Source: an optimization exercise on an open RTL-to-GDS flow (aim: small area, a short achievable clock period and few clock cycles). Production flows keep margins and buffers that such runs may drop. The RTL was checked by simulation tests, not by an equivalence proof against the original design.

==> flow/design.v <==
module goldschmidt_divider_q4_4 (
    input  wire       clk,
    input  wire       rst_n,
    input  wire       start,
    input  wire [7:0] numerator,
    input  wire [7:0] denominator,
    output wire [7:0] quotient,
    output reg        valid,
    output reg        error
);
    reg busy;
    always @(posedge clk or negedge rst_n) begin
        if (!rst_n) begin
            busy  <= 1'b0;
            valid <= 1'b0;
        end else begin
            busy  <= start;
            valid <= busy;
        end
    end
    wire       sgn0 = numerator[7] ^ denominator[7];
    wire [7:0] nr0  = numerator[7]   ? -numerator   : numerator;
    wire [7:0] dr0  = denominator[7] ? -denominator : denominator;
    reg [2:0] p0, cls0;
    always @(*) begin
        casez (dr0)
            8'b1???????: begin p0 = 3'd7; cls0 = dr0[6:4]; end
            8'b01??????: begin p0 = 3'd6; cls0 = dr0[5:3]; end
            8'b001?????: begin p0 = 3'd5; cls0 = dr0[4:2]; end
            8'b0001????: begin p0 = 3'd4; cls0 = dr0[3:1]; end
            8'b00001???: begin p0 = 3'd3; cls0 = dr0[2:0]; end
            8'b000001??: begin p0 = 3'd2; cls0 = {dr0[1:0], 1'b0}; end
            8'b0000001?: begin p0 = 3'd1; cls0 = {dr0[0], 2'b0}; end
            default:     begin p0 = 3'd0; cls0 = 3'd0; end
        endcase
    end
    reg [4:0] bd0, bd1;
    reg [2:0] bd2;
    always @(*) begin
        case ({nr0[2:0], 1'b0})
            4'b0000:          bd0 = 5'b00000;
            4'b0010:          bd0 = 5'b00001;
            4'b0100:          bd0 = 5'b00010;
            4'b0110:          bd0 = 5'b00100;
            4'b1000:          bd0 = 5'b11000;
            4'b1010:          bd0 = 5'b10100;
            4'b1100:          bd0 = 5'b10010;
            default:          bd0 = 5'b10001;
        endcase
        case (nr0[5:2])
            4'b0000, 4'b1111: bd1 = 5'b00000;
            4'b0001, 4'b0010: bd1 = 5'b00001;
            4'b0011, 4'b0100: bd1 = 5'b00010;
            4'b0101, 4'b0110: bd1 = 5'b00100;
            4'b0111:          bd1 = 5'b01000;
            4'b1000:          bd1 = 5'b11000;
            4'b1001, 4'b1010: bd1 = 5'b10100;
            4'b1011, 4'b1100: bd1 = 5'b10010;
            default:          bd1 = 5'b10001;
        endcase
        bd2 = {1'b0, nr0[7] | (nr0[6] & nr0[5]), ~nr0[7] & (nr0[6] ^ nr0[5])};
    end
    wire [12:0] k1a0 = ({13{cls0 == 3'd0}} & 13'd7224) |
        ({13{cls0 == 3'd1}} & 13'd6783) |
        ({13{cls0 == 3'd2}} & 13'd6240) |
        ({13{cls0 == 3'd3}} & 13'd5840) |
        ({13{cls0 == 3'd4}} & 13'd5328) |
        ({13{cls0 == 3'd5}} & 13'd5004) |
        ({13{cls0 == 3'd6}} & 13'd4658) |
        ({13{cls0 == 3'd7}} & 13'd4369);
    wire [14:0] k3a0 = ({15{cls0 == 3'd0}} & 15'd21672) |
        ({15{cls0 == 3'd1}} & 15'd20349) |
        ({15{cls0 == 3'd2}} & 15'd18720) |
        ({15{cls0 == 3'd3}} & 15'd17520) |
        ({15{cls0 == 3'd4}} & 15'd15984) |
        ({15{cls0 == 3'd5}} & 15'd15012) |
        ({15{cls0 == 3'd6}} & 15'd13974) |
        ({15{cls0 == 3'd7}} & 15'd13107);
    wire [7:0] rom0;
    wire rom_n16, rom_n17, rom_n18, rom_n19, rom_n20, rom_n21, rom_n22,
    rom_n23, rom_n24, rom_n25, rom_n26, rom_n27, rom_n28, rom_n29, rom_n30,
    rom_n31, rom_n32, rom_n33, rom_n34, rom_n35, rom_n36, rom_n37, rom_n38,
    rom_n39, rom_n40, rom_n41, rom_n42, rom_n43, rom_n44, rom_n45, rom_n46,
    rom_n47, rom_n48, rom_n49, rom_n50, rom_n51, rom_n52, rom_n53, rom_n54,
    rom_n55, rom_n56, rom_n57, rom_n58, rom_n59, rom_n60, rom_n61, rom_n62,
    rom_n63, rom_n64, rom_n65, rom_n66, rom_n67, rom_n68, rom_n69, rom_n70,
    rom_n71, rom_n72, rom_n73, rom_n74, rom_n75, rom_n76, rom_n77, rom_n78,
    rom_n79, rom_n80, rom_n81, rom_n82, rom_n83, rom_n84, rom_n85, rom_n86,
    rom_n87, rom_n88, rom_n89, rom_n90, rom_n91, rom_n92, rom_n93, rom_n94,
    rom_n95, rom_n96, rom_n97, rom_n98, rom_n99, rom_n100, rom_n102,
    rom_n103, rom_n104, rom_n105, rom_n106, rom_n107, rom_n108, rom_n109,
    rom_n110, rom_n111, rom_n112, rom_n113, rom_n114, rom_n115, rom_n116,
    rom_n117, rom_n118, rom_n119, rom_n120, rom_n121, rom_n122, rom_n123,
    rom_n124, rom_n125, rom_n126, rom_n127, rom_n128, rom_n129, rom_n130,
    rom_n131, rom_n132, rom_n133, rom_n134, rom_n135, rom_n136, rom_n137,
    rom_n138, rom_n139, rom_n140, rom_n141, rom_n142, rom_n143, rom_n144,
    rom_n145, rom_n146, rom_n147, rom_n148, rom_n149, rom_n150, rom_n151,
    rom_n152, rom_n153, rom_n154, rom_n155, rom_n156, rom_n158, rom_n159,
    rom_n160, rom_n161, rom_n162, rom_n163, rom_n164, rom_n165, rom_n166,
    rom_n167, rom_n168, rom_n169, rom_n170, rom_n171, rom_n172, rom_n173,
    rom_n174, rom_n175, rom_n176, rom_n177, rom_n178, rom_n179, rom_n180,
    rom_n181, rom_n182, rom_n183, rom_n184, rom_n185, rom_n187, rom_n188,
    rom_n189, rom_n190, rom_n191, rom_n192, rom_n193, rom_n194, rom_n195,
    rom_n196, rom_n197, rom_n198, rom_n199, rom_n200, rom_n201, rom_n202,
    rom_n203, rom_n204, rom_n205, rom_n206, rom_n207, rom_n208, rom_n209,
    rom_n210, rom_n211, rom_n212, rom_n213, rom_n214, rom_n215, rom_n216,
    rom_n217, rom_n218, rom_n219, rom_n220, rom_n221, rom_n222, rom_n223,
    rom_n224, rom_n225, rom_n226, rom_n227, rom_n228, rom_n230, rom_n231,
    rom_n232, rom_n233, rom_n234, rom_n235, rom_n236, rom_n237, rom_n238,
    rom_n239, rom_n240, rom_n241, rom_n242, rom_n243, rom_n244, rom_n245,
    rom_n246, rom_n247, rom_n248, rom_n249, rom_n251, rom_n252, rom_n253,
    rom_n254, rom_n255, rom_n256, rom_n257, rom_n258, rom_n259, rom_n260,
    rom_n261, rom_n262, rom_n263, rom_n264, rom_n265, rom_n266, rom_n267,
    rom_n269, rom_n270, rom_n271, rom_n272, rom_n273, rom_n274, rom_n275,
    rom_n276, rom_n277, rom_n278, rom_n279, rom_n280, rom_n281, rom_n282,
    rom_n283, rom_n284, rom_n285, rom_n286, rom_n287, rom_n288, rom_n289,
    rom_n290, rom_n291, rom_n293, rom_n294, rom_n295, rom_n296, rom_n297,
    rom_n298, rom_n299, rom_n300, rom_n301, rom_n302, rom_n303, rom_n304,
    rom_n305, rom_n306, rom_n307, rom_n308, rom_n309, rom_n310, rom_n311,
    rom_n312, rom_n313, rom_n314;
    assign rom_n16 = nr0[1] & nr0[4];
    assign rom_n17 = ~nr0[6] & ~rom_n16;
    assign rom_n18 = nr0[6] & rom_n16;
    assign rom_n19 = nr0[5] & ~nr0[6];
    assign rom_n20 = ~nr0[5] & nr0[6];
    assign rom_n21 = ~rom_n19 & ~rom_n20;
    assign rom_n22 = ~rom_n18 & rom_n21;
    assign rom_n23 = ~rom_n17 & rom_n22;
    assign rom_n24 = nr0[2] & rom_n20;
    assign rom_n25 = ~nr0[1] & ~nr0[4];
    assign rom_n26 = nr0[5] & rom_n25;
    assign rom_n27 = ~rom_n24 & ~rom_n26;
    assign rom_n28 = ~rom_n23 & rom_n27;
    assign rom_n29 = nr0[3] & ~rom_n28;
    assign rom_n30 = ~nr0[2] & rom_n20;
    assign rom_n31 = nr0[1] & ~nr0[2];
    assign rom_n32 = rom_n19 & ~rom_n31;
    assign rom_n33 = ~rom_n30 & ~rom_n32;
    assign rom_n34 = nr0[3] & nr0[6];
    assign rom_n35 = ~rom_n16 & rom_n34;
    assign rom_n36 = rom_n16 & rom_n20;
    assign rom_n37 = ~rom_n35 & ~rom_n36;
    assign rom_n38 = ~rom_n16 & ~rom_n20;
    assign rom_n39 = rom_n37 & ~rom_n38;
    assign rom_n40 = ~rom_n33 & rom_n39;
    assign rom_n41 = nr0[1] & ~nr0[6];
    assign rom_n42 = ~nr0[3] & ~rom_n19;
    assign rom_n43 = ~rom_n16 & rom_n42;
    assign rom_n44 = rom_n41 & rom_n43;
    assign rom_n45 = ~nr0[3] & nr0[4];
    assign rom_n46 = nr0[5] & rom_n45;
    assign rom_n47 = ~nr0[1] & ~nr0[2];
    assign rom_n48 = nr0[5] & nr0[6];
    assign rom_n49 = rom_n47 & rom_n48;
    assign rom_n50 = ~rom_n46 & rom_n49;
    assign rom_n51 = nr0[1] & nr0[2];
    assign rom_n52 = ~nr0[3] & ~nr0[6];
    assign rom_n53 = nr0[4] & rom_n52;
    assign rom_n54 = ~rom_n51 & rom_n53;
    assign rom_n55 = rom_n46 & ~rom_n47;
    assign rom_n56 = ~rom_n54 & ~rom_n55;
    assign rom_n57 = ~rom_n50 & rom_n56;
    assign rom_n58 = ~rom_n44 & rom_n57;
    assign rom_n59 = ~rom_n40 & rom_n58;
    assign rom_n60 = ~rom_n29 & rom_n59;
    assign rom_n61 = ~nr0[0] & nr0[1];
    assign rom_n62 = ~nr0[0] & nr0[4];
    assign rom_n63 = ~rom_n19 & rom_n62;
    assign rom_n64 = ~rom_n61 & ~rom_n63;
    assign rom_n65 = ~rom_n18 & ~rom_n64;
    assign rom_n66 = nr0[1] & ~rom_n62;
    assign rom_n67 = ~rom_n20 & ~rom_n41;
    assign rom_n68 = ~rom_n66 & rom_n67;
    assign rom_n69 = nr0[0] & ~nr0[3];
    assign rom_n70 = ~rom_n21 & rom_n69;
    assign rom_n71 = nr0[3] & ~nr0[4];
    assign rom_n72 = rom_n20 & rom_n71;
    assign rom_n73 = ~nr0[0] & ~nr0[5];
    assign rom_n74 = nr0[3] & rom_n73;
    assign rom_n75 = ~rom_n72 & ~rom_n74;
    assign rom_n76 = ~rom_n70 & rom_n75;
    assign rom_n77 = ~rom_n68 & rom_n76;
    assign rom_n78 = nr0[2] & ~rom_n77;
    assign rom_n79 = rom_n19 & rom_n71;
    assign rom_n80 = nr0[0] & nr0[4];
    assign rom_n81 = ~rom_n19 & rom_n80;
    assign rom_n82 = ~nr0[1] & ~rom_n45;
    assign rom_n83 = ~rom_n81 & rom_n82;
    assign rom_n84 = ~rom_n79 & rom_n83;
    assign rom_n85 = rom_n78 & ~rom_n84;
    assign rom_n86 = ~rom_n65 & ~rom_n85;
    assign rom_n87 = nr0[0] & ~nr0[6];
    assign rom_n88 = ~rom_n86 & ~rom_n87;
    assign rom_n89 = ~rom_n60 & rom_n88;
    assign rom_n90 = ~nr0[6] & rom_n85;
    assign rom_n91 = nr0[0] & rom_n60;
    assign rom_n92 = ~rom_n90 & rom_n91;
    assign rom_n93 = ~rom_n89 & ~rom_n92;
    assign rom_n94 = nr0[2] & rom_n19;
    assign rom_n95 = ~rom_n20 & ~rom_n94;
    assign rom_n96 = ~rom_n34 & ~rom_n52;
    assign rom_n97 = ~nr0[2] & rom_n96;
    assign rom_n98 = rom_n95 & ~rom_n97;
    assign rom_n99 = ~nr0[0] & rom_n25;
    assign rom_n100 = ~rom_n98 & rom_n99;
    assign rom0[0] = ~rom_n93 | rom_n100;
    assign rom_n102 = ~rom_n16 & ~rom_n25;
    assign rom_n103 = nr0[5] & rom_n80;
    assign rom_n104 = ~nr0[6] & ~rom_n103;
    assign rom_n105 = rom_n102 & rom_n104;
    assign rom_n106 = ~rom_n85 & rom_n105;
    assign rom_n107 = ~rom_n20 & ~rom_n106;
    assign rom_n108 = ~rom_n93 & rom_n107;
    assign rom_n109 = nr0[4] & ~rom_n108;
    assign rom_n110 = rom_n19 & rom_n47;
    assign rom_n111 = nr0[2] & nr0[6];
    assign rom_n112 = ~rom_n20 & ~rom_n111;
    assign rom_n113 = nr0[1] & ~nr0[5];
    assign rom_n114 = ~rom_n112 & ~rom_n113;
    assign rom_n115 = ~rom_n110 & ~rom_n114;
    assign rom_n116 = rom_n69 & ~rom_n115;
    assign rom_n117 = ~nr0[2] & ~nr0[5];
    assign rom_n118 = nr0[0] & ~nr0[1];
    assign rom_n119 = ~rom_n61 & ~rom_n118;
    assign rom_n120 = rom_n117 & rom_n119;
    assign rom_n121 = rom_n34 & ~rom_n118;
    assign rom_n122 = rom_n112 & rom_n121;
    assign rom_n123 = ~rom_n120 & ~rom_n122;
    assign rom_n124 = ~nr0[3] & rom_n61;
    assign rom_n125 = rom_n20 & rom_n124;
    assign rom_n126 = rom_n51 & rom_n74;
    assign rom_n127 = ~rom_n125 & ~rom_n126;
    assign rom_n128 = rom_n123 & rom_n127;
    assign rom_n129 = ~nr0[3] & rom_n118;
    assign rom_n130 = ~rom_n61 & rom_n94;
    assign rom_n131 = ~rom_n129 & rom_n130;
    assign rom_n132 = ~nr0[0] & nr0[5];
    assign rom_n133 = rom_n31 & rom_n132;
    assign rom_n134 = nr0[2] & rom_n118;
    assign rom_n135 = rom_n21 & rom_n134;
    assign rom_n136 = ~rom_n133 & ~rom_n135;
    assign rom_n137 = ~rom_n131 & rom_n136;
    assign rom_n138 = rom_n128 & rom_n137;
    assign rom_n139 = ~rom_n116 & rom_n138;
    assign rom_n140 = rom_n109 & rom_n139;
    assign rom_n141 = ~nr0[1] & nr0[4];
    assign rom_n142 = nr0[4] & ~nr0[5];
    assign rom_n143 = ~rom_n45 & ~rom_n142;
    assign rom_n144 = rom_n141 & rom_n143;
    assign rom_n145 = rom_n87 & rom_n144;
    assign rom_n146 = rom_n37 & ~rom_n145;
    assign rom_n147 = rom_n16 & ~rom_n78;
    assign rom_n148 = ~rom_n146 & ~rom_n147;
    assign rom_n149 = ~nr0[0] & ~rom_n37;
    assign rom_n150 = ~nr0[2] & ~rom_n149;
    assign rom_n151 = ~rom_n148 & ~rom_n150;
    assign rom_n152 = ~nr0[3] & ~nr0[5];
    assign rom_n153 = ~rom_n151 & rom_n152;
    assign rom_n154 = ~rom_n108 & rom_n153;
    assign rom_n155 = ~rom_n109 & ~rom_n139;
    assign rom_n156 = ~rom_n154 & ~rom_n155;
    assign rom0[1] = ~rom_n140 & rom_n156;
    assign rom_n158 = ~nr0[3] & rom_n25;
    assign rom_n159 = rom_n132 & rom_n158;
    assign rom_n160 = nr0[3] & rom_n25;
    assign rom_n161 = rom_n21 & rom_n160;
    assign rom_n162 = rom_n20 & rom_n118;
    assign rom_n163 = ~rom_n161 & ~rom_n162;
    assign rom_n164 = ~rom_n159 & rom_n163;
    assign rom_n165 = ~rom_n145 & rom_n164;
    assign rom_n166 = ~nr0[2] & ~rom_n165;
    assign rom_n167 = rom_n17 & ~rom_n46;
    assign rom_n168 = ~rom_n96 & ~rom_n167;
    assign rom_n169 = ~nr0[5] & ~nr0[6];
    assign rom_n170 = rom_n158 & rom_n169;
    assign rom_n171 = ~rom_n168 & ~rom_n170;
    assign rom_n172 = rom_n98 & rom_n142;
    assign rom_n173 = rom_n171 & rom_n172;
    assign rom_n174 = ~rom_n85 & ~rom_n173;
    assign rom_n175 = ~rom_n166 & rom_n174;
    assign rom_n176 = ~rom_n51 & rom0[1];
    assign rom_n177 = ~nr0[2] & rom_n25;
    assign rom_n178 = ~rom_n24 & ~rom_n177;
    assign rom_n179 = rom_n43 & rom_n178;
    assign rom_n180 = ~rom_n176 & rom_n179;
    assign rom_n181 = rom_n175 & ~rom_n180;
    assign rom_n182 = rom_n19 & rom_n31;
    assign rom_n183 = ~rom_n155 & rom_n182;
    assign rom_n184 = rom_n30 & rom_n62;
    assign rom_n185 = ~rom_n183 & ~rom_n184;
    assign rom0[2] = ~rom_n181 | ~rom_n185;
    assign rom_n187 = rom_n20 & ~rom_n181;
    assign rom_n188 = rom_n45 & ~rom_n168;
    assign rom_n189 = ~nr0[2] & ~rom_n80;
    assign rom_n190 = rom_n119 & rom_n189;
    assign rom_n191 = nr0[2] & nr0[4];
    assign rom_n192 = ~nr0[5] & ~rom_n191;
    assign rom_n193 = ~rom_n190 & ~rom_n192;
    assign rom_n194 = ~nr0[3] & nr0[6];
    assign rom_n195 = ~nr0[4] & ~rom_n194;
    assign rom_n196 = ~rom_n160 & rom_n195;
    assign rom_n197 = rom_n193 & rom_n196;
    assign rom_n198 = ~rom_n188 & ~rom_n197;
    assign rom_n199 = nr0[6] & rom_n193;
    assign rom_n200 = nr0[3] & ~rom_n199;
    assign rom_n201 = nr0[5] & rom_n66;
    assign rom_n202 = rom_n104 & ~rom_n201;
    assign rom_n203 = ~rom_n85 & ~rom_n202;
    assign rom_n204 = ~nr0[1] & rom_n73;
    assign rom_n205 = ~nr0[0] & rom_n85;
    assign rom_n206 = ~rom_n204 & ~rom_n205;
    assign rom_n207 = ~rom_n203 & rom_n206;
    assign rom_n208 = rom_n200 & ~rom_n207;
    assign rom_n209 = ~rom_n198 & ~rom_n208;
    assign rom_n210 = nr0[4] & rom_n33;
    assign rom_n211 = nr0[3] & ~rom_n210;
    assign rom_n212 = ~rom_n197 & rom_n211;
    assign rom_n213 = ~rom_n166 & rom_n212;
    assign rom_n214 = ~rom_n209 & ~rom_n213;
    assign rom_n215 = ~rom_n187 & rom_n214;
    assign rom_n216 = rom_n30 & rom_n45;
    assign rom_n217 = ~nr0[0] & ~rom_n72;
    assign rom_n218 = ~rom_n216 & rom_n217;
    assign rom_n219 = ~rom_n215 & ~rom_n218;
    assign rom_n220 = rom_n42 & ~rom_n195;
    assign rom_n221 = rom0[0] & rom_n220;
    assign rom_n222 = ~nr0[0] & ~rom_n221;
    assign rom_n223 = rom_n215 & rom_n222;
    assign rom_n224 = ~rom_n219 & ~rom_n223;
    assign rom_n225 = rom_n16 & ~rom_n21;
    assign rom_n226 = nr0[0] & ~rom_n38;
    assign rom_n227 = ~rom_n225 & rom_n226;
    assign rom_n228 = ~rom_n214 & rom_n227;
    assign rom0[3] = rom_n224 | rom_n228;
    assign rom_n230 = nr0[2] & ~nr0[4];
    assign rom_n231 = ~rom_n151 & ~rom_n230;
    assign rom_n232 = nr0[0] & rom_n48;
    assign rom_n233 = ~nr0[6] & ~rom_n71;
    assign rom_n234 = ~rom_n141 & rom_n233;
    assign rom_n235 = ~rom_n232 & ~rom_n234;
    assign rom_n236 = ~rom_n131 & ~rom_n235;
    assign rom_n237 = ~rom_n224 & rom_n236;
    assign rom_n238 = ~rom_n166 & ~rom_n224;
    assign rom_n239 = ~rom_n52 & ~rom_n113;
    assign rom_n240 = rom_n102 & rom_n239;
    assign rom_n241 = rom_n171 & ~rom_n240;
    assign rom_n242 = ~rom_n238 & rom_n241;
    assign rom_n243 = ~rom_n237 & ~rom_n242;
    assign rom_n244 = ~rom_n231 & ~rom_n243;
    assign rom_n245 = ~nr0[2] & nr0[4];
    assign rom_n246 = ~rom_n146 & rom_n245;
    assign rom_n247 = ~rom0[1] & rom_n246;
    assign rom_n248 = rom_n231 & ~rom_n247;
    assign rom_n249 = rom_n243 & rom_n248;
    assign rom0[4] = rom_n244 | rom_n249;
    assign rom_n251 = rom_n169 & rom_n177;
    assign rom_n252 = ~rom_n111 & ~rom_n251;
    assign rom_n253 = ~nr0[0] & ~rom_n252;
    assign rom_n254 = rom_n52 & rom_n189;
    assign rom_n255 = ~nr0[5] & rom_n158;
    assign rom_n256 = ~rom_n144 & ~rom_n255;
    assign rom_n257 = ~rom_n254 & rom_n256;
    assign rom_n258 = ~rom_n253 & ~rom_n257;
    assign rom_n259 = nr0[5] & ~rom_n102;
    assign rom_n260 = ~rom_n80 & ~rom_n259;
    assign rom_n261 = rom0[1] & ~rom_n260;
    assign rom_n262 = ~rom_n192 & rom_n194;
    assign rom_n263 = ~rom_n261 & rom_n262;
    assign rom_n264 = ~rom_n173 & ~rom_n208;
    assign rom_n265 = ~rom_n263 & rom_n264;
    assign rom_n266 = nr0[4] & rom_n204;
    assign rom_n267 = ~rom_n265 & ~rom_n266;
    assign rom0[5] = rom_n258 | rom_n267;
    assign rom_n269 = nr0[0] & nr0[2];
    assign rom_n270 = ~nr0[0] & ~nr0[2];
    assign rom_n271 = rom_n20 & ~rom_n270;
    assign rom_n272 = ~rom_n269 & rom_n271;
    assign rom_n273 = rom_n16 & ~rom_n272;
    assign rom_n274 = ~rom_n237 & rom_n273;
    assign rom_n275 = ~nr0[1] & nr0[5];
    assign rom_n276 = ~rom_n191 & rom_n275;
    assign rom_n277 = ~rom_n93 & rom_n276;
    assign rom_n278 = rom_n21 & ~rom_n117;
    assign rom_n279 = ~rom_n69 & ~rom_n278;
    assign rom_n280 = rom_n69 & rom_n95;
    assign rom_n281 = rom_n25 & ~rom_n280;
    assign rom_n282 = ~rom_n279 & rom_n281;
    assign rom_n283 = ~rom_n277 & ~rom_n282;
    assign rom_n284 = ~rom_n274 & rom_n283;
    assign rom_n285 = ~rom_n200 & ~rom_n284;
    assign rom_n286 = nr0[1] & ~rom_n142;
    assign rom_n287 = nr0[6] & ~rom_n286;
    assign rom_n288 = ~rom_n20 & rom_n286;
    assign rom_n289 = ~rom_n287 & ~rom_n288;
    assign rom_n290 = ~rom_n265 & rom_n289;
    assign rom_n291 = ~rom_n106 & ~rom_n290;
    assign rom0[6] = rom_n285 | ~rom_n291;
    assign rom_n293 = ~nr0[1] & rom_n175;
    assign rom_n294 = nr0[0] & ~rom_n293;
    assign rom_n295 = rom_n175 & rom_n200;
    assign rom_n296 = ~rom_n294 & ~rom_n295;
    assign rom_n297 = ~rom_n277 & rom_n296;
    assign rom_n298 = rom_n106 & rom_n208;
    assign rom_n299 = ~nr0[1] & rom_n34;
    assign rom_n300 = rom_n143 & ~rom_n299;
    assign rom_n301 = nr0[2] & ~rom_n45;
    assign rom_n302 = ~rom_n300 & ~rom_n301;
    assign rom_n303 = ~rom_n72 & ~rom_n302;
    assign rom_n304 = ~rom_n298 & rom_n303;
    assign rom_n305 = ~rom_n297 & rom_n304;
    assign rom_n306 = nr0[1] & rom_n34;
    assign rom_n307 = ~rom_n141 & ~rom_n306;
    assign rom_n308 = rom0[2] & rom_n307;
    assign rom_n309 = ~nr0[0] & ~rom_n308;
    assign rom_n310 = ~rom_n305 & ~rom_n309;
    assign rom_n311 = rom_n47 & rom_n52;
    assign rom_n312 = rom_n300 & ~rom_n311;
    assign rom_n313 = ~rom_n208 & rom_n312;
    assign rom_n314 = rom_n309 & rom_n313;
    assign rom0[7] = rom_n310 | rom_n314;
    wire dz0   = (denominator == 8'd0);
    wire eq0   = (nr0 == dr0);
    wire d160  = (dr0 == 8'h10) & nr0[7];
    wire d1280 = (denominator == 8'h80);
    wire usesp0 = dz0 | eq0 | d160 | d1280;
    reg [7:0] spec0;
    always @(*) begin
        if (dz0)       spec0 = 8'h00;
        else if (eq0)  spec0 = 8'h10;
        else if (d160) spec0 = 8'h80;
        else           spec0 = rom0;
    end
    wire       bsa0 = bd0[4], bsa1 = bd1[4];
    wire [4:1] bma0 = bd0[3:0], bma1 = bd1[3:0];
    wire [4:1] bma2 = {2'b00, bd2[1:0]};
    wire ppa0_0 = (bsa0 ^ ((bma0[1] & k1a0[0]) | (bma0[3] & k3a0[0])));
    wire ppa0_1 = (bsa0 ^ ((bma0[1] & k1a0[1]) | (bma0[2] & k1a0[0]) | (bma0[3] & k3a0[1])));
    wire ppa0_2 = (bsa0 ^ ((bma0[1] & k1a0[2]) | (bma0[2] & k1a0[1]) | (bma0[3] & k3a0[2]) | (bma0[4] & k1a0[0])));
    wire ppa0_3 = (bsa0 ^ ((bma0[1] & k1a0[3]) | (bma0[2] & k1a0[2]) | (bma0[3] & k3a0[3]) | (bma0[4] & k1a0[1])));
    wire ppa0_4 = (bsa0 ^ ((bma0[1] & k1a0[4]) | (bma0[2] & k1a0[3]) | (bma0[3] & k3a0[4]) | (bma0[4] & k1a0[2])));
    wire ppa0_5 = (bsa0 ^ ((bma0[1] & k1a0[5]) | (bma0[2] & k1a0[4]) | (bma0[3] & k3a0[5]) | (bma0[4] & k1a0[3])));
    wire ppa0_6 = (bsa0 ^ ((bma0[1] & k1a0[6]) | (bma0[2] & k1a0[5]) | (bma0[3] & k3a0[6]) | (bma0[4] & k1a0[4])));
    wire ppa0_7 = (bsa0 ^ ((bma0[1] & k1a0[7]) | (bma0[2] & k1a0[6]) | (bma0[3] & k3a0[7]) | (bma0[4] & k1a0[5])));
    wire ppa0_8 = (bsa0 ^ ((bma0[1] & k1a0[8]) | (bma0[2] & k1a0[7]) | (bma0[3] & k3a0[8]) | (bma0[4] & k1a0[6])));
    wire ppa0_9 = (bsa0 ^ ((bma0[1] & k1a0[9]) | (bma0[2] & k1a0[8]) | (bma0[3] & k3a0[9]) | (bma0[4] & k1a0[7])));
    wire ppa0_10 = (bsa0 ^ ((bma0[1] & k1a0[10]) | (bma0[2] & k1a0[9]) | (bma0[3] & k3a0[10]) | (bma0[4] & k1a0[8])));
    wire ppa0_11 = (bsa0 ^ ((bma0[1] & k1a0[11]) | (bma0[2] & k1a0[10]) | (bma0[3] & k3a0[11]) | (bma0[4] & k1a0[9])));
    wire ppa0_12 = (bsa0 ^ ((bma0[1] & k1a0[12]) | (bma0[2] & k1a0[11]) | (bma0[3] & k3a0[12]) | (bma0[4] & k1a0[10])));
    wire ppa0_13 = (bsa0 ^ ((bma0[2] & k1a0[12]) | (bma0[3] & k3a0[13]) | (bma0[4] & k1a0[11])));
    wire ppa0_14 = (bsa0 ^ ((bma0[3] & k3a0[14]) | (bma0[4] & k1a0[12])));
    wire [14:0] ppa0 = {ppa0_14, ppa0_13, ppa0_12, ppa0_11, ppa0_10, ppa0_9, ppa0_8, ppa0_7, ppa0_6, ppa0_5, ppa0_4, ppa0_3, ppa0_2, ppa0_1, ppa0_0};
    wire ppa1_0 = (bsa1 ^ ((bma1[1] & k1a0[0]) | (bma1[3] & k3a0[0])));
    wire ppa1_1 = (bsa1 ^ ((bma1[1] & k1a0[1]) | (bma1[2] & k1a0[0]) | (bma1[3] & k3a0[1])));
    wire ppa1_2 = (bsa1 ^ ((bma1[1] & k1a0[2]) | (bma1[2] & k1a0[1]) | (bma1[3] & k3a0[2]) | (bma1[4] & k1a0[0])));
    wire ppa1_3 = (bsa1 ^ ((bma1[1] & k1a0[3]) | (bma1[2] & k1a0[2]) | (bma1[3] & k3a0[3]) | (bma1[4] & k1a0[1])));
    wire ppa1_4 = (bsa1 ^ ((bma1[1] & k1a0[4]) | (bma1[2] & k1a0[3]) | (bma1[3] & k3a0[4]) | (bma1[4] & k1a0[2])));
    wire ppa1_5 = (bsa1 ^ ((bma1[1] & k1a0[5]) | (bma1[2] & k1a0[4]) | (bma1[3] & k3a0[5]) | (bma1[4] & k1a0[3])));
    wire ppa1_6 = (bsa1 ^ ((bma1[1] & k1a0[6]) | (bma1[2] & k1a0[5]) | (bma1[3] & k3a0[6]) | (bma1[4] & k1a0[4])));
    wire ppa1_7 = (bsa1 ^ ((bma1[1] & k1a0[7]) | (bma1[2] & k1a0[6]) | (bma1[3] & k3a0[7]) | (bma1[4] & k1a0[5])));
    wire ppa1_8 = (bsa1 ^ ((bma1[1] & k1a0[8]) | (bma1[2] & k1a0[7]) | (bma1[3] & k3a0[8]) | (bma1[4] & k1a0[6])));
    wire ppa1_9 = (bsa1 ^ ((bma1[1] & k1a0[9]) | (bma1[2] & k1a0[8]) | (bma1[3] & k3a0[9]) | (bma1[4] & k1a0[7])));
    wire ppa1_10 = (bsa1 ^ ((bma1[1] & k1a0[10]) | (bma1[2] & k1a0[9]) | (bma1[3] & k3a0[10]) | (bma1[4] & k1a0[8])));
    wire ppa1_11 = (bsa1 ^ ((bma1[1] & k1a0[11]) | (bma1[2] & k1a0[10]) | (bma1[3] & k3a0[11]) | (bma1[4] & k1a0[9])));
    wire ppa1_12 = (bsa1 ^ ((bma1[1] & k1a0[12]) | (bma1[2] & k1a0[11]) | (bma1[3] & k3a0[12]) | (bma1[4] & k1a0[10])));
    wire ppa1_13 = (bsa1 ^ ((bma1[2] & k1a0[12]) | (bma1[3] & k3a0[13]) | (bma1[4] & k1a0[11])));
    wire ppa1_14 = (bsa1 ^ ((bma1[3] & k3a0[14]) | (bma1[4] & k1a0[12])));
    wire [14:0] ppa1 = {ppa1_14, ppa1_13, ppa1_12, ppa1_11, ppa1_10, ppa1_9, ppa1_8, ppa1_7, ppa1_6, ppa1_5, ppa1_4, ppa1_3, ppa1_2, ppa1_1, ppa1_0};
    wire ppa2_0 = ((bma2[1] & k1a0[0]));
    wire ppa2_1 = ((bma2[1] & k1a0[1]) | (bma2[2] & k1a0[0]));
    wire ppa2_2 = ((bma2[1] & k1a0[2]) | (bma2[2] & k1a0[1]));
    wire ppa2_3 = ((bma2[1] & k1a0[3]) | (bma2[2] & k1a0[2]));
    wire ppa2_4 = ((bma2[1] & k1a0[4]) | (bma2[2] & k1a0[3]));
    wire ppa2_5 = ((bma2[1] & k1a0[5]) | (bma2[2] & k1a0[4]));
    wire ppa2_6 = ((bma2[1] & k1a0[6]) | (bma2[2] & k1a0[5]));
    wire ppa2_7 = ((bma2[1] & k1a0[7]) | (bma2[2] & k1a0[6]));
    wire ppa2_8 = ((bma2[1] & k1a0[8]) | (bma2[2] & k1a0[7]));
    wire ppa2_9 = ((bma2[1] & k1a0[9]) | (bma2[2] & k1a0[8]));
    wire ppa2_10 = ((bma2[1] & k1a0[10]) | (bma2[2] & k1a0[9]));
    wire ppa2_11 = ((bma2[1] & k1a0[11]) | (bma2[2] & k1a0[10]));
    wire ppa2_12 = ((bma2[1] & k1a0[12]) | (bma2[2] & k1a0[11]));
    wire ppa2_13 = ((bma2[2] & k1a0[12]));
    wire [13:0] ppa2 = {ppa2_13, ppa2_12, ppa2_11, ppa2_10, ppa2_9, ppa2_8, ppa2_7, ppa2_6, ppa2_5, ppa2_4, ppa2_3, ppa2_2, ppa2_1, ppa2_0};
    reg [14:0] pp0, pp1;
    reg [13:0] pp2;
    reg        bs0, bs1;
    reg [2:0]  pa, cls;
    reg        sgna, dza, usespa;
    always @(posedge clk) begin
        pp0    <= usesp0 ? 15'd0 : ppa0;
        pp1    <= usesp0 ? 15'd0 : ppa1;
        pp2    <= usesp0 ? {3'd0, spec0, 3'd0} : ppa2;
        bs0    <= ~usesp0 & bsa0;
        bs1    <= ~usesp0 & bsa1;
        pa     <= p0;
        cls    <= cls0;
        sgna   <= sgn0;
        dza    <= dz0;
        usespa <= usesp0;
    end
    wire m1_1;
    wire m1_2;
    wire m1_3;
    wire m1_4;
    wire m1_5;
    wire m1_6;
    wire m1_7;
    wire m1_8;
    wire m1_9;
    wire m1_10;
    wire m1_11;
    wire m1_12;
    wire m1_13;
    wire m1_14;
    wire m1_15;
    wire m1_16;
    wire m1_17;
    wire m1_18;
    wire m1_19;
    wire m1_20;
    wire m1_21;
    wire m1_22;
    wire m1_23;
    wire m1_24;
    wire m1_25;
    wire m1_26;
    wire m1_27;
    wire m1_28;
    wire m1_29;
    wire m1_30;
    wire m1_31;
    wire m1_32;
    wire m1_33;
    wire m1_34;
    assign m1_1 = bs1 ^ pp0[3];
    assign m1_2 = bs1 & pp0[3];
    assign m1_3 = pp0[4] ^ pp1[1];
    assign m1_4 = pp0[4] & pp1[1];
    assign m1_5 = pp0[5] ^ pp1[2];
    assign m1_6 = pp0[5] & pp1[2];
    assign m1_7 = pp0[6] ^ pp1[3] ^ pp2[0];
    assign m1_8 = (pp0[6] & pp1[3]) | (pp0[6] & pp2[0]) | (pp1[3] & pp2[0]);
    assign m1_9 = pp0[7] ^ pp1[4] ^ pp2[1];
    assign m1_10 = (pp0[7] & pp1[4]) | (pp0[7] & pp2[1]) | (pp1[4] & pp2[1]);
    assign m1_11 = pp0[8] ^ pp1[5] ^ pp2[2];
    assign m1_12 = (pp0[8] & pp1[5]) | (pp0[8] & pp2[2]) | (pp1[5] & pp2[2]);
    assign m1_13 = pp0[9] ^ pp1[6] ^ pp2[3];
    assign m1_14 = (pp0[9] & pp1[6]) | (pp0[9] & pp2[3]) | (pp1[6] & pp2[3]);
    assign m1_15 = pp0[10] ^ pp1[7] ^ pp2[4];
    assign m1_16 = (pp0[10] & pp1[7]) | (pp0[10] & pp2[4]) | (pp1[7] & pp2[4]);
    assign m1_17 = pp0[11] ^ pp1[8] ^ pp2[5];
    assign m1_18 = (pp0[11] & pp1[8]) | (pp0[11] & pp2[5]) | (pp1[8] & pp2[5]);
    assign m1_19 = pp0[12] ^ pp1[9] ^ pp2[6];
    assign m1_20 = (pp0[12] & pp1[9]) | (pp0[12] & pp2[6]) | (pp1[9] & pp2[6]);
    assign m1_21 = pp0[13] ^ pp1[10] ^ pp2[7];
    assign m1_22 = (pp0[13] & pp1[10]) | (pp0[13] & pp2[7]) | (pp1[10] & pp2[7]);
    assign m1_23 = pp0[14] ^ pp1[11] ^ pp2[8];
    assign m1_24 = (pp0[14] & pp1[11]) | (pp0[14] & pp2[8]) | (pp1[11] & pp2[8]);
    assign m1_25 = bs0 ^ pp1[12] ^ pp2[9];
    assign m1_26 = (bs0 & pp1[12]) | (bs0 & pp2[9]) | (pp1[12] & pp2[9]);
    assign m1_27 = bs0 ^ pp1[13] ^ pp2[10];
    assign m1_28 = (bs0 & pp1[13]) | (bs0 & pp2[10]) | (pp1[13] & pp2[10]);
    assign m1_29 = bs0 ^ pp1[14] ^ pp2[11];
    assign m1_30 = (bs0 & pp1[14]) | (bs0 & pp2[11]) | (pp1[14] & pp2[11]);
    assign m1_31 = ~bs0 ^ ~bs1 ^ pp2[12];
    assign m1_32 = (~bs0 & ~bs1) | (~bs0 & pp2[12]) | (~bs1 & pp2[12]);
    assign m1_33 = 1'b1 ^ pp2[13];
    assign m1_34 = 1'b1 & pp2[13];
    wire [19:0] x_a = {m1_33, m1_31, m1_29, m1_27, m1_25, m1_23, m1_21, m1_19, m1_17, m1_15, m1_13, m1_11, m1_9, m1_7, m1_5, m1_3, m1_1, pp0[2], pp0[1], bs0};
    wire [19:0] x_b = {m1_32, m1_30, m1_28, m1_26, m1_24, m1_22, m1_20, m1_18, m1_16, m1_14, m1_12, m1_10, m1_8, m1_6, m1_4, m1_2, pp1[0], 1'b0, 1'b0, pp0[0]};
    wire [19:0] x  = x_a + x_b;
    wire [11:0] n2 = x[19:8];
    wire [1:0] s3 = ({2{cls == 3'd1}} & 2'd1) |
        ({2{cls == 3'd2}} & 2'd2) |
        ({2{cls == 3'd3}} & 2'd2) |
        ({2{cls == 3'd4}} & 2'd2) |
        ({2{cls == 3'd5}} & 2'd2) |
        ({2{cls == 3'd6}} & 2'd2) |
        ({2{cls == 3'd7}} & 2'd2);
    wire [1:0] es = ({2{cls == 3'd0}} & 2'd1) |
        ({2{cls == 3'd2}} & 2'd2) |
        ({2{cls == 3'd4}} & 2'd1);
    wire [2:0] e1 = ({3{cls == 3'd0}} & 3'd1) |
        ({3{cls == 3'd1}} & 3'd4) |
        ({3{cls == 3'd2}} & 3'd7) |
        ({3{cls == 3'd3}} & 3'd2) |
        ({3{cls == 3'd4}} & 3'd1) |
        ({3{cls == 3'd7}} & 3'd1);
    wire [2:0] e2 = ({3{cls == 3'd0}} & 3'd4) |
        ({3{cls == 3'd1}} & 3'd1) |
        ({3{cls == 3'd3}} & 3'd1) |
        ({3{cls == 3'd4}} & 3'd2) |
        ({3{cls == 3'd5}} & 3'd1) |
        ({3{cls == 3'd6}} & 3'd1);
    wire [19:0] c2t = ({20{cls == 3'd0}} & 20'd1040385) |
        ({20{cls == 3'd2}} & 20'd1015812) |
        ({20{cls == 3'd4}} & 20'd1040385);
    wire [19:0] c2 = c2t & {20{~usespa}};
    wire es_0 = es[0] & ~usespa, es_1 = es[1] & ~usespa;
    wire e1_0 = e1[0] & ~usespa, e1_1 = e1[1] & ~usespa, e1_2 = e1[2] & ~usespa;
    wire e2_0 = e2[0] & ~usespa, e2_1 = e2[1] & ~usespa, e2_2 = e2[2] & ~usespa;
    wire m2_1;
    wire m2_2;
    wire m2_3;
    wire m2_4;
    wire m2_5;
    wire m2_6;
    wire m2_7;
    wire m2_8;
    wire m2_9;
    wire m2_10;
    wire m2_11;
    wire m2_12;
    wire m2_13;
    wire m2_14;
    wire m2_15;
    wire m2_16;
    wire m2_17;
    wire m2_18;
    wire m2_19;
    wire m2_20;
    wire m2_21;
    wire m2_22;
    wire m2_23;
    wire m2_24;
    wire m2_25;
    wire m2_26;
    wire m2_27;
    wire m2_28;
    wire m2_29;
    wire m2_30;
    wire m2_31;
    wire m2_32;
    wire m2_33;
    wire m2_34;
    wire m2_35;
    wire m2_36;
    wire m2_37;
    wire m2_38;
    wire m2_39;
    wire m2_40;
    wire m2_41;
    wire m2_42;
    wire m2_43;
    wire m2_44;
    wire m2_45;
    wire m2_46;
    wire m2_47;
    wire m2_48;
    wire m2_49;
    wire m2_50;
    wire m2_51;
    wire m2_52;
    wire m2_53;
    wire m2_54;
    assign m2_1 = n2[0] ^ (es_0 ^ ((e1_0 & n2[8]) | (e2_0 & n2[7])));
    assign m2_2 = n2[0] & (es_0 ^ ((e1_0 & n2[8]) | (e2_0 & n2[7])));
    assign m2_3 = n2[1] ^ (es_0 ^ ((e1_0 & n2[9]) | (e2_0 & n2[8]))) ^ (es_1 ^ ((e1_1 & n2[7]) | (e2_1 & n2[6])));
    assign m2_4 = (n2[1] & (es_0 ^ ((e1_0 & n2[9]) | (e2_0 & n2[8])))) | (n2[1] & (es_1 ^ ((e1_1 & n2[7]) | (e2_1 & n2[6])))) | ((es_0 ^ ((e1_0 & n2[9]) | (e2_0 & n2[8]))) & (es_1 ^ ((e1_1 & n2[7]) | (e2_1 & n2[6]))));
    assign m2_5 = n2[2] ^ (es_0 ^ ((e1_0 & n2[10]) | (e2_0 & n2[9]))) ^ (es_1 ^ ((e1_1 & n2[8]) | (e2_1 & n2[7])));
    assign m2_6 = (n2[2] & (es_0 ^ ((e1_0 & n2[10]) | (e2_0 & n2[9])))) | (n2[2] & (es_1 ^ ((e1_1 & n2[8]) | (e2_1 & n2[7])))) | ((es_0 ^ ((e1_0 & n2[10]) | (e2_0 & n2[9]))) & (es_1 ^ ((e1_1 & n2[8]) | (e2_1 & n2[7]))));
    assign m2_7 = n2[3] ^ (es_0 ^ ((e1_0 & n2[11]) | (e2_0 & n2[10]))) ^ (es_1 ^ ((e1_1 & n2[9]) | (e2_1 & n2[8])));
    assign m2_8 = (n2[3] & (es_0 ^ ((e1_0 & n2[11]) | (e2_0 & n2[10])))) | (n2[3] & (es_1 ^ ((e1_1 & n2[9]) | (e2_1 & n2[8])))) | ((es_0 ^ ((e1_0 & n2[11]) | (e2_0 & n2[10]))) & (es_1 ^ ((e1_1 & n2[9]) | (e2_1 & n2[8]))));
    assign m2_9 = n2[4] ^ (es_0 ^ ((e2_0 & n2[11]))) ^ (es_1 ^ ((e1_1 & n2[10]) | (e2_1 & n2[9])));
    assign m2_10 = (n2[4] & (es_0 ^ ((e2_0 & n2[11])))) | (n2[4] & (es_1 ^ ((e1_1 & n2[10]) | (e2_1 & n2[9])))) | ((es_0 ^ ((e2_0 & n2[11]))) & (es_1 ^ ((e1_1 & n2[10]) | (e2_1 & n2[9]))));
    assign m2_11 = n2[5] ^ c2[13] ^ (es_1 ^ ((e1_1 & n2[11]) | (e2_1 & n2[10])));
    assign m2_12 = (n2[5] & c2[13]) | (n2[5] & (es_1 ^ ((e1_1 & n2[11]) | (e2_1 & n2[10])))) | (c2[13] & (es_1 ^ ((e1_1 & n2[11]) | (e2_1 & n2[10]))));
    assign m2_13 = n2[6] ^ c2[14] ^ (es_1 ^ ((e2_1 & n2[11])));
    assign m2_14 = (n2[6] & c2[14]) | (n2[6] & (es_1 ^ ((e2_1 & n2[11])))) | (c2[14] & (es_1 ^ ((e2_1 & n2[11]))));
    assign m2_15 = n2[7] ^ c2[15];
    assign m2_16 = n2[7] & c2[15];
    assign m2_17 = n2[8] ^ c2[16];
    assign m2_18 = n2[8] & c2[16];
    assign m2_19 = c2[2] ^ (es_0 ^ ((e1_0 & n2[2]) | (e2_0 & n2[1])));
    assign m2_20 = c2[2] & (es_0 ^ ((e1_0 & n2[2]) | (e2_0 & n2[1])));
    assign m2_21 = (es_0 ^ ((e1_0 & n2[3]) | (e2_0 & n2[2]))) ^ (es_1 ^ ((e1_1 & n2[1]) | (e2_1 & n2[0])));
    assign m2_22 = (es_0 ^ ((e1_0 & n2[3]) | (e2_0 & n2[2]))) & (es_1 ^ ((e1_1 & n2[1]) | (e2_1 & n2[0])));
    assign m2_23 = (es_0 ^ ((e1_0 & n2[4]) | (e2_0 & n2[3]))) ^ (es_1 ^ ((e1_1 & n2[2]) | (e2_1 & n2[1]))) ^ ((e1_2 & n2[0]));
    assign m2_24 = ((es_0 ^ ((e1_0 & n2[4]) | (e2_0 & n2[3]))) & (es_1 ^ ((e1_1 & n2[2]) | (e2_1 & n2[1])))) | ((es_0 ^ ((e1_0 & n2[4]) | (e2_0 & n2[3]))) & ((e1_2 & n2[0]))) | ((es_1 ^ ((e1_1 & n2[2]) | (e2_1 & n2[1]))) & ((e1_2 & n2[0])));
    assign m2_25 = (es_0 ^ ((e1_0 & n2[5]) | (e2_0 & n2[4]))) ^ (es_1 ^ ((e1_1 & n2[3]) | (e2_1 & n2[2]))) ^ ((e1_2 & n2[1]) | (e2_2 & n2[0]));
    assign m2_26 = ((es_0 ^ ((e1_0 & n2[5]) | (e2_0 & n2[4]))) & (es_1 ^ ((e1_1 & n2[3]) | (e2_1 & n2[2])))) | ((es_0 ^ ((e1_0 & n2[5]) | (e2_0 & n2[4]))) & ((e1_2 & n2[1]) | (e2_2 & n2[0]))) | ((es_1 ^ ((e1_1 & n2[3]) | (e2_1 & n2[2]))) & ((e1_2 & n2[1]) | (e2_2 & n2[0])));
    assign m2_27 = (es_0 ^ ((e1_0 & n2[6]) | (e2_0 & n2[5]))) ^ (es_1 ^ ((e1_1 & n2[4]) | (e2_1 & n2[3]))) ^ ((e1_2 & n2[2]) | (e2_2 & n2[1]));
    assign m2_28 = ((es_0 ^ ((e1_0 & n2[6]) | (e2_0 & n2[5]))) & (es_1 ^ ((e1_1 & n2[4]) | (e2_1 & n2[3])))) | ((es_0 ^ ((e1_0 & n2[6]) | (e2_0 & n2[5]))) & ((e1_2 & n2[2]) | (e2_2 & n2[1]))) | ((es_1 ^ ((e1_1 & n2[4]) | (e2_1 & n2[3]))) & ((e1_2 & n2[2]) | (e2_2 & n2[1])));
    assign m2_29 = (es_0 ^ ((e1_0 & n2[7]) | (e2_0 & n2[6]))) ^ (es_1 ^ ((e1_1 & n2[5]) | (e2_1 & n2[4]))) ^ ((e1_2 & n2[3]) | (e2_2 & n2[2]));
    assign m2_30 = ((es_0 ^ ((e1_0 & n2[7]) | (e2_0 & n2[6]))) & (es_1 ^ ((e1_1 & n2[5]) | (e2_1 & n2[4])))) | ((es_0 ^ ((e1_0 & n2[7]) | (e2_0 & n2[6]))) & ((e1_2 & n2[3]) | (e2_2 & n2[2]))) | ((es_1 ^ ((e1_1 & n2[5]) | (e2_1 & n2[4]))) & ((e1_2 & n2[3]) | (e2_2 & n2[2])));
    assign m2_31 = (es_1 ^ ((e1_1 & n2[6]) | (e2_1 & n2[5]))) ^ ((e1_2 & n2[4]) | (e2_2 & n2[3])) ^ m2_1;
    assign m2_32 = ((es_1 ^ ((e1_1 & n2[6]) | (e2_1 & n2[5]))) & ((e1_2 & n2[4]) | (e2_2 & n2[3]))) | ((es_1 ^ ((e1_1 & n2[6]) | (e2_1 & n2[5]))) & m2_1) | (((e1_2 & n2[4]) | (e2_2 & n2[3])) & m2_1);
    assign m2_33 = ((e1_2 & n2[5]) | (e2_2 & n2[4])) ^ m2_2 ^ m2_3;
    assign m2_34 = (((e1_2 & n2[5]) | (e2_2 & n2[4])) & m2_2) | (((e1_2 & n2[5]) | (e2_2 & n2[4])) & m2_3) | (m2_2 & m2_3);
    assign m2_35 = ((e1_2 & n2[6]) | (e2_2 & n2[5])) ^ m2_4 ^ m2_5;
    assign m2_36 = (((e1_2 & n2[6]) | (e2_2 & n2[5])) & m2_4) | (((e1_2 & n2[6]) | (e2_2 & n2[5])) & m2_5) | (m2_4 & m2_5);
    assign m2_37 = ((e1_2 & n2[7]) | (e2_2 & n2[6])) ^ m2_6 ^ m2_7;
    assign m2_38 = (((e1_2 & n2[7]) | (e2_2 & n2[6])) & m2_6) | (((e1_2 & n2[7]) | (e2_2 & n2[6])) & m2_7) | (m2_6 & m2_7);
    assign m2_39 = ((e1_2 & n2[8]) | (e2_2 & n2[7])) ^ m2_8 ^ m2_9;
    assign m2_40 = (((e1_2 & n2[8]) | (e2_2 & n2[7])) & m2_8) | (((e1_2 & n2[8]) | (e2_2 & n2[7])) & m2_9) | (m2_8 & m2_9);
    assign m2_41 = ((e1_2 & n2[9]) | (e2_2 & n2[8])) ^ m2_10 ^ m2_11;
    assign m2_42 = (((e1_2 & n2[9]) | (e2_2 & n2[8])) & m2_10) | (((e1_2 & n2[9]) | (e2_2 & n2[8])) & m2_11) | (m2_10 & m2_11);
    assign m2_43 = ((e1_2 & n2[10]) | (e2_2 & n2[9])) ^ m2_12 ^ m2_13;
    assign m2_44 = (((e1_2 & n2[10]) | (e2_2 & n2[9])) & m2_12) | (((e1_2 & n2[10]) | (e2_2 & n2[9])) & m2_13) | (m2_12 & m2_13);
    assign m2_45 = m2_15 ^ ((e1_2 & n2[11]) | (e2_2 & n2[10])) ^ m2_14;
    assign m2_46 = (m2_15 & ((e1_2 & n2[11]) | (e2_2 & n2[10]))) | (m2_15 & m2_14) | (((e1_2 & n2[11]) | (e2_2 & n2[10])) & m2_14);
    assign m2_47 = m2_16 ^ m2_17 ^ ((e2_2 & n2[11]));
    assign m2_48 = (m2_16 & m2_17) | (m2_16 & ((e2_2 & n2[11]))) | (m2_17 & ((e2_2 & n2[11])));
    assign m2_49 = n2[9] ^ c2[17] ^ m2_18;
    assign m2_50 = (n2[9] & c2[17]) | (n2[9] & m2_18) | (c2[17] & m2_18);
    assign m2_51 = n2[10] ^ c2[18];
    assign m2_52 = n2[10] & c2[18];
    assign m2_53 = n2[11] ^ c2[19];
    assign m2_54 = n2[11] & c2[19];
    wire [19:0] y_a = {m2_53, m2_51, m2_49, m2_47, m2_45, m2_43, m2_41, m2_39, m2_37, m2_35, m2_33, m2_31, m2_29, m2_27, m2_25, m2_23, m2_21, m2_19, (es_0 ^ ((e1_0 & n2[1]) | (e2_0 & n2[0]))), c2[0]};
    wire [19:0] y_b = {m2_52, m2_50, m2_48, m2_46, m2_44, m2_42, m2_40, m2_38, m2_36, m2_34, m2_32, m2_30, m2_28, m2_26, m2_24, m2_22, m2_20, (es_1 ^ ((e1_1 & n2[0]))), 1'b0, (es_0 ^ ((e1_0 & n2[0])))};
    wire [19:0] y  = y_a + y_b;
    reg [11:0] n3;
    reg        sg;
    reg [2:0]  pb;
    reg [1:0]  sb;
    always @(posedge clk) begin
        n3    <= y[19:8];
        pb    <= usespa ? 3'd0 : pa;
        sb    <= usespa ? 2'd3 : s3;
        sg    <= sgna;
        error <= dza;
    end
    wire [5:0]  n3s = (sb == 2'd0) ? n3[11:6] :
                      (sb == 2'd1) ? {1'b0, n3[11:7]} :
                      (sb == 2'd2) ? {2'b0, n3[11:8]} : 6'd0;
    wire [12:0] n4  = {1'b0, n3} + {7'd0, n3s};
    wire [6:0]  ph = 7'd1 << pb;
    wire [8:0]  t = ({9{ph[0]}} & n4[8:0])  | ({9{ph[1]}} & n4[9:1])  |
                    ({9{ph[2]}} & n4[10:2]) | ({9{ph[3]}} & n4[11:3]) |
                    ({9{ph[4]}} & n4[12:4]) | ({9{ph[5]}} & {1'b0, n4[12:5]}) |
                    ({9{ph[6]}} & {2'b0, n4[12:6]});
    assign quotient = (t[8:1] ^ {8{sg}}) + {7'd0, t[0] ^ sg};
endmodule
==> flow/flow/run.sh <==
#!/bin/bash
set -euo pipefail
bash standard.sh MATCH_CELL_FOOTPRINT=0 'BUFFER_PORTS_ARGS=-buffer_cell sky130_fd_sc_hd__buf_2' finish > standard.log 2>&1
==> flow/standard.sh <==
#!/bin/bash
# synth_recipe.tcl (not shown) runs the flow's synth.tcl, then flattens the netlist and writes it again
# the make line also repeats each setting of config.mk as NAME=value (left out here)
make -C /OpenROAD-flow-scripts/flow DESIGN_CONFIG=/design/flow/config.mk WORK_HOME=/design/flow/orfs CLKGATE_MAP_FILE= SYNTH_SCRIPT=/design/flow/synth_recipe.tcl "${@:-finish}"
==> flow/config.mk <==
export PLATFORM = sky130hd
export DESIGN_NAME = goldschmidt_divider_q4_4
export DESIGN_NICKNAME = goldschmidt_divider_q4_4
export VERILOG_FILES = /design/flow/design.v
export SDC_FILE = /design/flow/constraint.sdc
export NUM_CORES = 4
export LEC_CHECK = 0
export ABC_AREA = 1
export CAP_MARGIN = 20
export CORE_MARGIN = 2
export CORE_UTILIZATION = 55
export SETUP_SLACK_MARGIN = 2.5
export SLEW_MARGIN = 20
==> flow/constraint.sdc <==
create_clock -name core_clock -period 8.0 [get_ports {clk}]
set_input_delay 1.6000 -clock core_clock [delete_from_list [all_inputs] [get_ports {clk}]]
set_output_delay 1.6000 -clock core_clock [all_outputs]
set_load 0.01 [all_outputs]
==> flow_summary_export.csv, run 1 <==
group,metric,value,unit
sta,worst_slack,2.55,ns
die,die_h,130,um
worst_setup_path,reg2reg_to,"n3[10]$_DFF_P_",
logic_synthesis,yosysWarningCount,1,
worst_setup_path,rrSetupSlack,2.55,ns
worst_setup_path,r2r_cells,35,
worst_setup_path,cp_num_cells,35,
cells_and_area,multi_input_area,6930,um^2
cells_and_area,final_net_count,1482,
global_route,grt_pass1_wl,39400,um
global_route,grt_pass1_vias,8349,
placed_design,io_buffers,28,
route,viasPerCell,5.73,
sta,finalCriticalPeriod,5.45,ns
clock_network,cts-root-buf,"clkbuf_16",
sta,setup_violations,0,
logic_synthesis,yosys.area.top_type,"dfxtp_1",
logic_synthesis,async_flop_share,0.0263,
worst_setup_path,critical_path.top_delay_family,"adder cells",
logic_synthesis,ys_ff_latch,76,
sta,fmax,0.183,GHz
die,die_area,17000,um^2
worst_setup_path,required,8.26,ns
route,dr_total_vias,9126,
route,routedWlPerCell,16.0,um
logic_synthesis,syn-num-nets,1434,
placed_design,dp_hpwl,18700,um
sta,slew_violations,0,
logic_synthesis,syn_area,8800,um^2
worst_setup_path,critPathCapture,"n3[10]$_DFF_P_",
logic_synthesis,synth_flop_cell,"dfxtp_1",
logic_synthesis,netlist_top_cells_area,"dfxtp_1 (17%), nand2_1 (9.3%), inv_1 (8.4%)",
clock_network,path_clk_slew,0.07,ns
worst_setup_path,slowest_stage,"fa_1",
die,placementRows,46,
global_route,grtUsageTotal,0.288,
placed_design,pre_cts_ws,2.18,ns
logic_synthesis,ys_seq_area_frac,0.174,
clock_network,cts_tree,"done",
worst_setup_path,start_kind,"flip-flop",
worst_setup_path,worstPathArrival,5.72,ns
min_path,hold_path_class,"reg -> reg",
logic_synthesis,ys_top_cells_by_count,"nand2_1 (219), inv_1 (197), nor2_1 (110), o21ai_0 (95), dfxtp_1 (74)",
outcome,status,"complete, no violations",
die,start_util,0.558,
route,drc,0,
logic_synthesis,synthMostInstantiatedCell,"nand2_1",
sta,rsz0062_at_grt,"yes",
worst_setup_path,r2r-start,"pp2[1]$_SDFF_PN0_",
global_route,antenna_found_initial,0,
die,core,15800,um^2
route,drt-total-wl,25500,um
cells_and_area,diodes,0,
clock_network,cts_buffers,9,
cells_and_area,fill_cells,1419,
sta,min_period_over_period,0.682,
clock_network,clockBufferDepth,2,
logic_synthesis,syn_avg_cell_area,6.64,um^2
clock_network,postCtsHoldBufs,0,
placed_design,gp_congestion,1.06,
worst_setup_path,cp_max_fo,5,
logic_synthesis,ys_types,59,
die,top_level_ports,29,
global_route,overflow,0,
global_route,grt_max_degree,21,
clock_network,worst_skew_pair.late_latency,0.34,ns
sta,finalHoldViolCount,0,
sta,tightest_slew,1.08,ns
logic_synthesis,syn_inst,1325,
sta,finClkSkew,0.0155,ns
cells_and_area,seq_area,1550,um^2
sta,max_slew_margin,0.261,
job,drv_cap,0,
route,drt_iter0_drc,898,
die,die_width,130,um
sta,fin_setup_tns,0,ns
route,ant_nets,0,
worst_setup_path,cp_slowest_stage_delay,0.58,ns
cells_and_area,syn_to_final_growth,18.8,%
worst_setup_path,worstSetupEndpointType,"flip-flop",
logic_synthesis,synth_top_area_frac,0.168,
worst_setup_path,crit_buf_inv,4,
cells_and_area,drive_gt1_frac,0.224,
logic_synthesis,synth-edff-count,0,
clock_network,cts.sinks,76,
worst_setup_path,cp-startpoint,"pp2[1]$_SDFF_PN0_",
route,drtPass1Iterations,5,
worst_setup_path,worstSetupPathType,"reg -> reg",
clock_network,htree_levels,3,
[layout by cell type (no fill, tap or decap), drive strengths merged, types with 2 or more instances in the layout]
cell type and n:
nand2 238, inv 238, o21ai 136, nor2 130
nand3 77, dfxtp 74, buf 65, a21oi 63
xor2 60, ha 57, o22ai 43, fa 33
o221ai 22, nor3 21, o211ai 14, nand4 12
clkinv 12, xnor2 11, a22oi 11, clkbuf 10
a221oi 8, a31oi 4, or2 4, nor4 4
or3 3, nand3b 3, o21bai 3, o2111ai 3
o32ai 2, and3 2, dfrtp 2, a211oi 2
[worst reg2reg max path: cells and delay by family (launching register included)]
kind | cells | cell delay [ns]
AO/OA/AOI/OAI | 5 | 0.71
AND/OR/NAND/NOR | 19 | 1.54
adder cells (fa/ha/maj) | 5 | 2.07
XOR/XNOR | 2 | 0.32
buffers and inverters | 4 | 0.38
flip-flops | 1 | 0.32
[metal layers]
layer / wire [um] / vias to the layer above / global-route usage
met2: 12300 / 382 / 0.494
met1: 10600 / 4150 / 0.373
li1: - / 4519 / -
met3: 1790 / 75 / 0.0448
met5: 0 / - / 0
met4: 714 / 0 / 0.0914
[repair_timing]
action / in CTS / in global routing
resized for setup: 18 / 185
setup buffers: 13 / 22
hold endpoints to repair: 0 / 0
gates cloned: 0 / 0
endpoints found under the setup margin: 10 / 23
pin swaps: 9 / 79
[worst min-delay path by stage]
stage	end	cells past startpoint	startpoint	slack, ns
floorplan	error$_DFF_P_	0	dza$_DFF_P_	0.31
global placement	sg$_DFF_P_	0	sgna$_DFF_P_	0.31
detailed placement	sg$_DFF_P_	0	sgna$_DFF_P_	0.31
CTS	sg$_DFF_P_	0	sgna$_DFF_P_	0.33
global route	sg$_DFF_P_	0	sgna$_DFF_P_	0.34
finish	sg$_DFF_P_	0	sgna$_DFF_P_	0.32
[logic make-up after synthesis]
| kind of cell | after synthesis | share of synthesized area |
|---|---|---|
| AOI/OAI and AO/OA | 318 | 0.217 |
| and+or+nand+nor | 496 | 0.258 |
| adders and majority gates | 90 | 0.156 |
| DFF | 76 | 0.174 |
| buffers and inverters | 274 | 0.123 |
| xor gates and xnor gates | 71 | 0.0715 |
[state kept, by name (all words and copies together), names as in the netlist]
signal / cells
pp0: 15
pp1: 15
pp2: 14
n3: 12
cls: 3
pa: 3
pb: 3
sb: 2
bs0: 1
bs1: 1
busy: 1
dza: 1
error: 1
sg: 1
sgna: 1
usespa: 1
valid: 1
[layout make-up]
class,count,area share
tap,216,0.0259
clock buffer,9,0.0216
multi-input combinational,975,0.664
timing repair buffer,66,0.0431
sequential,76,0.148
clock inverter,7,0.00850
inverter,245,0.0895
[per-stage QoR]
step	instance area [um^2]	std cells	hold slack (ns)	utilization
floorplan	8800	1325	0.310	-
global placement	9070	1543	0.313	0.575
detailed placement	9070	1543	0.313	0.575
CTS	9560	1572	0.328	0.606
global route	10400	1594	0.338	0.663
finish	10400	1594	0.325	0.663
Testbench counts, summed over its fixed seeds: cycles 32,000.
==> run 2: changes to the inputs <==
--- a/flow/config.mk
+++ b/flow/config.mk
@@ -5,9 +5,8 @@
 export SDC_FILE = /design/flow/constraint.sdc
 export NUM_CORES = 4
 export LEC_CHECK = 0
-export ABC_AREA = 1
 export CAP_MARGIN = 20
 export CORE_MARGIN = 2
 export CORE_UTILIZATION = 55
-export SETUP_SLACK_MARGIN = 2.5
+export SETUP_SLACK_MARGIN = 1.5
 export SLEW_MARGIN = 20
==> flow_summary_export.csv, run 2 <==
group,metric,value,unit
outcome,status,"complete, no violations",
worst_setup_path,worstPathArrival,4.51,ns
clock_network,worst_skew_pair.late_latency,0.34,ns
logic_synthesis,ys_ff_latch,76,
logic_synthesis,ys_types,108,
clock_network,postCtsHoldBufs,0,
cells_and_area,diodes,0,
sta,worst_slack,1.89,ns
sta,fin_setup_tns,0,ns
sta,min_period_over_period,0.764,
cells_and_area,mostFrequentLayoutCell,"nor2_1",
global_route,grtUsageTotal,0.302,
logic_synthesis,netlist_top_cells_area,"dfxtp_1 (15%), ha_1 (7.0%), fa_1 (6.5%)",
logic_synthesis,synth_compound_area_frac,0.324,
placed_design,pre_cts_ws,1.45,ns
sta,max_slew_margin,0.291,
sta,fin_hold_ws,0.328,ns
cells_and_area,final_cells,1585,
job,drv_cap,0,
die,die_area,19600,um^2
route,drtPass1Iterations,6,
route,ant_nets,0,
route,drt_iter0_drc,1250,
clock_network,htree_levels,3,
min_path,hold_path_class,"reg -> reg",
die,core,18100,um^2
worst_setup_path,start_kind,"flip-flop",
placed_design,gp_congestion,0.972,
logic_synthesis,synth_top_family_by_area,"compound AO/OA/AOI/OAI gates",
die,die_width,140,um
logic_synthesis,async_flop_share,0.0263,
logic_synthesis,yosys.area.top_type,"dfxtp_1",
global_route,antenna_found_initial,0,
worst_setup_path,worstSetupPathType,"reg -> out",
logic_synthesis,synthMostInstantiatedCell,"nor2_1",
sta,finalHoldViolCount,0,
sta,tightest_slew,1.06,ns
logic_synthesis,ys_top_cells_by_count,"nor2_1 (153), a21oi_1 (118), nand2_1 (108), o21ai_0 (80), dfxtp_1 (74)",
cells_and_area,drive_gt1_frac,0.110,
die,top_level_ports,29,
clock_network,path_clk_slew,0.06,ns
logic_synthesis,syn_avg_cell_area,7.39,um^2
die,placementRows,49,
logic_synthesis,syn_area,10200,um^2
logic_synthesis,synth_top_area_frac,0.145,
route,drt-total-wl,30200,um
worst_setup_path,worstSetupEndpointType,"output port",
global_route,overflow,0,
clock_network,cts_tree,"done",
logic_synthesis,syn_inst,1380,
sta,rsz0062_at_grt,"no",
global_route,grt_max_degree,47,
worst_setup_path,cp_max_fo,6,
logic_synthesis,synthXorXnorAreaFrac,0.0930,
sta,finalCriticalPeriod,6.11,ns
worst_setup_path,required,6.40,ns
clock_network,cts_buffers,9,
sta,fmax,0.164,GHz
logic_synthesis,syn-num-nets,1489,
cells_and_area,syn_to_final_growth,6.55,%
cells_and_area,final_cell_mix,"nor2_1 (153), a21oi_1 (114), nand2_1 (108)",
clock_network,cts.sinks,76,
logic_synthesis,ys_seq_area_frac,0.150,
placed_design,placed_cells,1567,
logic_synthesis,synth_flop_cell,"dfxtp_1",
placed_design,dp_hpwl,22300,um
placed_design,io_buffers,28,
sta,finClkSkew,0.00761,ns
global_route,grt_pass1_vias,9284,
route,routedWlPerCell,19.1,um
cells_and_area,reg.largest.list,"pp0 (15), pp1 (15), pp2 (14)",
route,dr_total_vias,10400,
cells_and_area,final_net_count,1461,
logic_synthesis,synth-adder-area-share,0.135,
sta,setup_violations,0,
die,die_h,140,um
clock_network,clockBufferDepth,2,
logic_synthesis,synth-edff-count,0,
route,viasPerCell,6.53,
logic_synthesis,yosysWarningCount,1,
logic_synthesis,synth-simple-area-share,0.210,
sta,slew_violations,0,
die,start_util,0.564,
global_route,grt_pass1_wl,48800,um
logic_synthesis,synthMuxAreaShare,0.0206,
clock_network,cts-root-buf,"clkbuf_16",
route,drc,0,
==> run 2: changes by cell type after synthesis, sizes merged, moves of 18 or more <==
cell | previous run | this run
nor2 | 130 | 153
nand3 | 77 | 26
xor2 | 60 | 33
buf | 18 | 38
inv | 234 | 68
nor2b | 0 | 20
o21ai | 136 | 90
a21oi | 63 | 119
xnor2 | 11 | 71
mux2i | 0 | 18
nand2 | 238 | 111
clkbuf | 11 | 54
a211oi | 2 | 26
a21o | 1 | 23
==> run 2: cell type report <==
| cell class | instances | area [um^2] |
|---|---|---|
| Tap cell | 229 | 287 |
| Multi-Input combinational cell | 1140 | 8140 |
| Clock inverter | 5 | 61.3 |
| Inverter | 72 | 270 |
| Sequential cell | 76 | 1540 |
| Fill cell | 1721 | 7220 |
| Clock buffer | 10 | 239 |
| Timing Repair Buffer | 53 | 328 |
==> run 2: metal layers <==
metal	vias up	routed length [um]	global-route usage
li1	4999	-	-
met1	4849	13400	0.424
met2	454	14000	0.486
met3	50	2210	0.0410
met4	0	618	0.0856
met5	-	0	0
==> run 2: logic make-up after synthesis <==
kind of cell	Yosys count
AO/OA/AOI/OAI	480
adder cells (fa/ha/maj)	90
buffers and inverters	164
multiplexers	20
flip-flops	76
XOR/XNOR	105
AND/OR/NAND/NOR	445
==> run 2: path summary, 6_finish.rpt <==
path	startpoint	endpoint	slack (ns)	depth (start not counted)
setup / recovery	n3[8]$_DFF_P_	quotient[7]	1.89	20
hold / removal	sgna$_DFF_P_	sg$_DFF_P_	0.33	0
setup reg to reg	pp0[7]$_SDFF_PN0_	n3[8]$_DFF_P_	1.95	27
hold reg to reg	sgna$_DFF_P_	sg$_DFF_P_	0.33	0
max in group asynchronous	rst_n	busy$_DFF_PN0_	6.87	1
min in group asynchronous	rst_n	valid$_DFF_PN0_	1.04	1
==> run 2: stage by stage <==
step / utilization / cell area [um^2]
after detailed placement: 0.576 / 10400
after floorplan: - / 10200
after CTS: 0.593 / 10700
after global placement: 0.575 / 10400
after global routing: 0.601 / 10900
final: 0.601 / 10900
==> run 2: repair_timing <==
item / CTS / global route
endpoints found under the setup margin: 4 / 13
pin swaps: 0 / 6
buffers inserted: 0 / 3
gates resized for setup: 3 / 29
gates cloned: 0 / 0
==> run 2: critical path: stages (launching register included) <==
cell	delay (ns)
dfxtp_2	0.40
nor2b_1	0.18
nand2_1	0.06
o21ai_1	0.14
ha_1	0.27
a21o_1	0.18
a21oi_1	0.20
o21ai_0	0.11
a21o_1	0.23
a21o_1	0.21
a21oi_2	0.29
nor2_1	0.07
a21o_1	0.23
a21oi_1	0.18
xnor2_1	0.14
ha_2	0.22
nand2b_1	0.07
nor4b_2	0.26
a41oi_1	0.10
a2111oi_1	0.43
buf_2	0.19

-- port drivers added, routing unchanged --
The results above use ideal ports. As a check the final layouts listed here were re-extracted and re-timed, cells and wires unchanged. Step 1, drivers: a clkbuf_16 drives clk and a buf_2 each remaining input, both assumed. Step 2 times the ports against the registers' clock, not the clock port: input delays grow and output delays shrink by t, the midpoint of the rising clock arrivals with the driver on. Three values: ideal, step 1, step 2; two values: the first two.
run | t, ns | slack for setup (ns) | worst hold slack (ns) | worst setup path at the end
run 1 | 0.378 | 2.546 / 2.529 / 2.546 | 0.325 / 0.325 / 0.325 | register to register
run 2 | 0.380 | 1.890 / 1.842 / 1.643 | 0.328 / 0.328 / 0.328 | input to register
After both steps every run listed still meets setup and hold. The setup slack of run 2, which loses most, moves by -0.048 ns with the drivers and by -0.247 ns with both steps.
